What follows belongs to an exercise in optimizing a design on an open flow for small area, a short achievable clock period and few clock cycles; a production flow would make more cautious choices.
At most, simulation tests tie the RTL to the original design; equivalence was not proved.
Power is estimated from default activity; no workload was simulated.

==> flow/design.v <==
module Div (
    input wire clk,
    input wire reset_total,
    input wire reset_local,
    input wire [31:0] dividend_in,
    input wire [31:0] divisor_in,
    output reg zero_division_flag,
    output wire [31:0] remainder_out,
    output wire [31:0] quotient_out,
    output wire done
);
    function [6:0] lzc32;
        input [31:0] x;
        reg [15:0] v1; reg [15:0] c1;
        reg [7:0]  v2; reg [15:0] c2;
        reg [3:0]  v3; reg [11:0] c3;
        reg [1:0]  v4; reg [7:0]  c4;
        reg        v5; reg [4:0]  c5;
        integer k;
        begin
            for (k = 0; k < 16; k = k + 1) begin
                v1[k] = x[31-2*k] | x[30-2*k];
                c1[k] = ~x[31-2*k];
            end
            for (k = 0; k < 8; k = k + 1) begin
                v2[k] = v1[2*k] | v1[2*k+1];
                c2[2*k+:2] = v1[2*k] ? {1'b0, c1[2*k]} : {1'b1, c1[2*k+1]};
            end
            for (k = 0; k < 4; k = k + 1) begin
                v3[k] = v2[2*k] | v2[2*k+1];
                c3[3*k+:3] = v2[2*k] ? {1'b0, c2[4*k+:2]} : {1'b1, c2[4*k+2+:2]};
            end
            for (k = 0; k < 2; k = k + 1) begin
                v4[k] = v3[2*k] | v3[2*k+1];
                c4[4*k+:4] = v3[2*k] ? {1'b0, c3[6*k+:3]} : {1'b1, c3[6*k+3+:3]};
            end
            v5 = v4[0] | v4[1];
            c5 = v4[0] ? {1'b0, c4[3:0]} : {1'b1, c4[7:4]};
            lzc32 = {v5, ~v5, c5 & {5{v5}}};    
        end
    endfunction
    wire        sa = dividend_in[31];
    wire        sb = divisor_in[31];
    wire [6:0]  la = lzc32(dividend_in ^ {32{sa}});
    wire [6:0]  lb = lzc32(divisor_in ^ {32{sb}});
    wire        bz = ~sb & ~lb[6];
    wire [6:0]  s  = {1'b0, lb[5:0]} - {1'b0, la[5:0]} + {6'b0, sa};
    wire        trivial = s[6];            
    wire [4:0]  s0 = s[5] ? 5'd31 : s[4:0];
    reg  [31:0] r;       
    reg  [31:0] q;       
    reg  [32:0] d;       
    reg  [4:0]  cnt;     
    reg         run;     
    reg         p2;      
    reg         sr;      
    reg         sq;      
    wire [32:0] t = {r[31], r} + d + {32'd0, ~sq};
    wire        ge = sr ? (t[32] | (t == 33'd0)) : ~t[32];
    reg  [32:0] d_sh;
    integer i;
    always @* begin
        d_sh = d;
        for (i = 0; i < 5; i = i + 1)
            if (cnt[i]) d_sh = (d_sh << (1 << i)) | (~({33{1'b1}} << (1 << i)) & {33{~sq}});
    end
    always @(posedge clk) begin
        if (reset_total) begin
            run <= 1'b0;
            p2 <= 1'b0;
        end else if (reset_local) begin
            run <= ~trivial & ~bz;
            p2 <= ~trivial & ~bz;
            cnt <= s0;
            d <= {sb, divisor_in} ^ {33{~(sa ^ sb)}};
            r <= bz ? 32'd0 : dividend_in;
            q <= 32'd0;
            sr <= sa;
            sq <= sa ^ sb;
            zero_division_flag <= bz;
        end else if (p2) begin
            p2 <= 1'b0;
            d <= d_sh;
            if (!ge) run <= 1'b0;
            if (sq & ge) begin
                r <= t[31:0];
                q <= 32'hffffffff;
            end
        end else if (run) begin
            if (ge) r <= t[31:0];
            q <= {q[30:0], ge ^ sq};
            d <= {d[32], d[32:1]};
            cnt <= cnt - 5'd1;
            if (cnt == 5'd0) run <= 1'b0;
        end
    end
    assign done = ~run;
    assign quotient_out  = q;
    assign remainder_out = r;
endmodule
Settings: LEC_CHECK=0, ABC_AREA=1, CAP_MARGIN=20, CORE_MARGIN=2, CORE_UTILIZATION=40, SLEW_MARGIN=20; clock period 6.0 ns.
standard.sh (not shown) runs the stock make flow with config.mk's settings and CLKGATE_MAP_FILE= SYNTH_SCRIPT=/design/flow/synth_recipe.tcl, a recipe that flattens the netlist after the stock synthesis.
==> flow/flow/run.sh <==
#!/bin/bash
# Standard layout (the standard.sh), with two synthesis choices changed:
# adders keep Yosys's default carry-lookahead mapping instead of the Kogge-Stone
# extra map, and are not turned into half/full adder cells, so ABC maps them.
set -euo pipefail
export ADDER_MAP_FILE=
export SYNTH_OPERATIONS_ARGS=-nordff
bash standard.sh > flow_make.log 2>&1
Change:
==> flow/run.sh (new file) <==
#!/bin/bash
# synth_recipe.tcl (not shown) runs the flow's synth.tcl, then flattens the netlist and writes it again
# the make line also repeats each setting of config.mk as NAME=value (left out here)
make -C /OpenROAD-flow-scripts/flow DESIGN_CONFIG=/design/flow/config.mk WORK_HOME=/design/flow/orfs CLKGATE_MAP_FILE= SYNTH_SCRIPT=/design/flow/synth_recipe.tcl finish
ABC_AREA = not set   (was 1)
SETUP_SLACK_MARGIN = 3.5   (was not set)
removed: flow/flow/run.sh
removed: flow/standard.sh
=> The new run passed the timing, DRC and antenna checks. Cell area increases by 24%. Setup slack got worse by 0.30 ns. Flip-flop and latch count is unchanged. Global-route usage rises by 1.1 points.
No run of this note included a check of the RTL's function; only the layout flow was run.

Another version of the RTL of Div (not shown whole).
Size in the first run: about 110 flip-flops, about 130 I/O pins, about 10,000 µm² of cells after synthesis.
## Div
module Div (
    input wire clk,
    input wire reset_total,
    input wire reset_local,
    input wire [31:0] dividend_in,
    input wire [31:0] divisor_in,
    output reg zero_division_flag,
    output wire [31:0] remainder_out,
    output wire [31:0] quotient_out,
    output wire done
);
export LEC_CHECK = 0
export ABC_AREA = 1
export CAP_MARGIN = 20
export CORE_MARGIN = 2
export CORE_UTILIZATION = 55
export CTS_BUF_LIST = sky130_fd_sc_hd__clkbuf_4 sky130_fd_sc_hd__clkbuf_8
export CTS_CLUSTER_SIZE = 20
export SETUP_SLACK_MARGIN = 3.0
export SLEW_MARGIN = 20
create_clock -name core_clock -period 6.0 [get_ports {clk}]
==> flow/flow/run.sh <==
#!/bin/bash
# Standard layout (the standard.sh) with these changes:
# - adders keep Yosys's default carry-lookahead mapping instead of the
#   Kogge-Stone extra map, and are not turned into half/full adder cells, so
#   ABC maps them;
# - the port buffers are the smallest buffer cell (repair_timing upsizes the
#   ones on critical paths).
set -euo pipefail
export ADDER_MAP_FILE=
export SYNTH_OPERATIONS_ARGS=-nordff
export BUFFER_PORTS_ARGS="-buffer_cell sky130_fd_sc_hd__buf_1"
bash standard.sh > flow_make.log 2>&1
Testbench counts at the start, summed over its fixed seeds: cycles 22,792.
Rerun with:
Settings changed: CORE_UTILIZATION 55 to 60, SETUP_SLACK_MARGIN 3.0 to 3.2.
Effect: Die area goes down by 8.1%. Worst setup slack gets better by 140 ps. Total power goes up by about 2.5%. Register-to-register slack gets better by 160 ps. Routed wire length goes up by 4.1%. Cell count goes up by about 1%. Design area goes up by about 5.5%.
Rerun with:
Settings changed: SETUP_SLACK_MARGIN 3.2 to 2.8.
After rerunning: Cell count shrinks by 1.9%; power shrinks by about 3.4%; critical path depth shrinks by 15; count of clock-buffer cells in the layout is unchanged; clock power grows by about 7%; setup slack is worse by 260 ps; cell area shrinks by about 7%; via count shrinks by 5.4%.
Rerun with:
Settings changed: CTS_BUF_LIST sky130_fd_sc_hd__clkbuf_4 sky130_fd_sc_hd__clkbuf_8 to unset, CTS_CLUSTER_SIZE 20 to unset, SETUP_SLACK_MARGIN 2.8 to 3.2.
Outcome: The new run completed with no timing, DRC or antenna violations; setup slack improves by 240 ps; cell count increases by 2.3%; core utilization grows by 6.4 points; wire length came out higher by 10%; non-clock buffer count is higher by 38; sequential share of layout area is lower by 2.4 points; flip-flop and latch count is unchanged.
Rerun with:
Settings changed: CTS_BUF_LIST set to sky130_fd_sc_hd__clkbuf_4 sky130_fd_sc_hd__clkbuf_8, CTS_CLUSTER_SIZE set to 20, SETUP_SLACK_MARGIN 3.2 to 3.0.
Effect: Combinational power went down by roughly a tenth. Setup slack is worse by 100 ps. Final cell count went down by a few percent. Design area went down by a little under a tenth. Hold slack is better by 7.5 ps. Maximum frequency went down by a few percent. Via count went down by a few percent. Flip-flop and latch count does not change. Total power went down by roughly a tenth. Area after synthesis is unchanged. Utilization went down by 5.7 points.

## raven
Another version of the RTL of Div (not shown whole).
Size: roughly 1700 cells after synthesis, about 120 flip-flops, about 130 I/O pins.
clock: 6.0 ns
lec_check: 0
abc_area: 1
cap_margin: 20
core_margin: 2
core_utilization: 40
setup_slack_margin: 2.6
slew_margin: 20
==> flow/flow/run.sh <==
#!/bin/bash
# Standard layout (the standard.sh), with two synthesis choices changed:
# adders keep Yosys's default carry-lookahead mapping instead of the Kogge-Stone
# extra map, and are not turned into half/full adder cells, so ABC maps them.
set -euo pipefail
export ADDER_MAP_FILE=
export SYNTH_OPERATIONS_ARGS=-nordff
bash standard.sh > flow_make.log 2>&1
raven finished end to end and its layout was clean on timing, DRC and antenna.
The inputs of maple differ from those of raven as listed below.
- SETUP_SLACK_MARGIN now 2.0, was 2.6
Notes after the runs:
- raven was carried through to the last stage, and its layout satisfied the timing, DRC and antenna checks.
- maple: all stages complete, timing, DRC and antenna checks passed
- In terms of total power, raven and maple differ only marginally.
- Final hold slack, raven and maple: higher on maple
- raven → maple: final cycle utilization of the critical path went up; sum of met2 wire segment lengths after detailed routing went down; via count went down; first-pass GRT wire length went down; power consumed by combinational cells did not really move.
- Looking at clock network contribution to total cell area, maple sits 0.20 points higher than raven does.
- Lower share of power burned in the clock network goes to raven over maple.
- raven -> maple: clock power flat
- The routed length on met3 in maple sits about 1.2% above the value recorded for raven.
No functional check of the RTL was part of any run of this note.

## re-timing with driven ports
No port has a modelled driver above. Below, the same layouts with a new extraction and two added sets of constraints.
Step 1 (the two cells are an assumption about what drives the block):
set clk [get_ports {clk}]
set_driving_cell -lib_cell sky130_fd_sc_hd__clkbuf_16 $clk
set_driving_cell -lib_cell sky130_fd_sc_hd__buf_2 [delete_from_list [all_inputs] $clk]
Step 2, shift: input delay + t, output delay - t, t = (earliest + latest rising clock arrival at the registers) / 2. This alone moves slack from input paths to output paths.
Three values: ideal, step 1, step 2; two values: the first two.
run	t, ns	setup slack, ns	worst setup path after step 2	clock arrival spread, ns
the first run of note 1	0.410	1.674 / 1.674 / 1.430	input to register	0.021 / 0.021
the second run of note 1	0.421	1.371 / 1.376 / 0.955	input to register	0.010 / 0.010
the first run of note 2	0.499	3.093 / 3.113 / 2.613	input to register	0.015 / 0.015
the second run of note 2	0.499	3.232 / 3.223 / 2.723	input to register	0.023 / 0.023
the third run of note 2	0.512	2.969 / 2.989 / 2.477	input to register	0.013 / 0.013
the fourth run of note 2	0.479	3.211 / 3.229 / 2.750	input to register	0.013 / 0.012
the fifth run of note 2	0.504	3.108 / 3.123 / 2.619	input to register	0.014 / 0.015
raven	0.462	2.608 / 2.622 / 2.161	input to register	0.015 / 0.015
maple	0.476	2.361 / 2.368 / 1.892	input to register	0.015 / 0.015
After both steps every run listed still meets setup and hold. For the second run of note 2, which loses most, drivers alone change the setup slack by -0.009 ns; drivers and shift together by -0.509 ns.
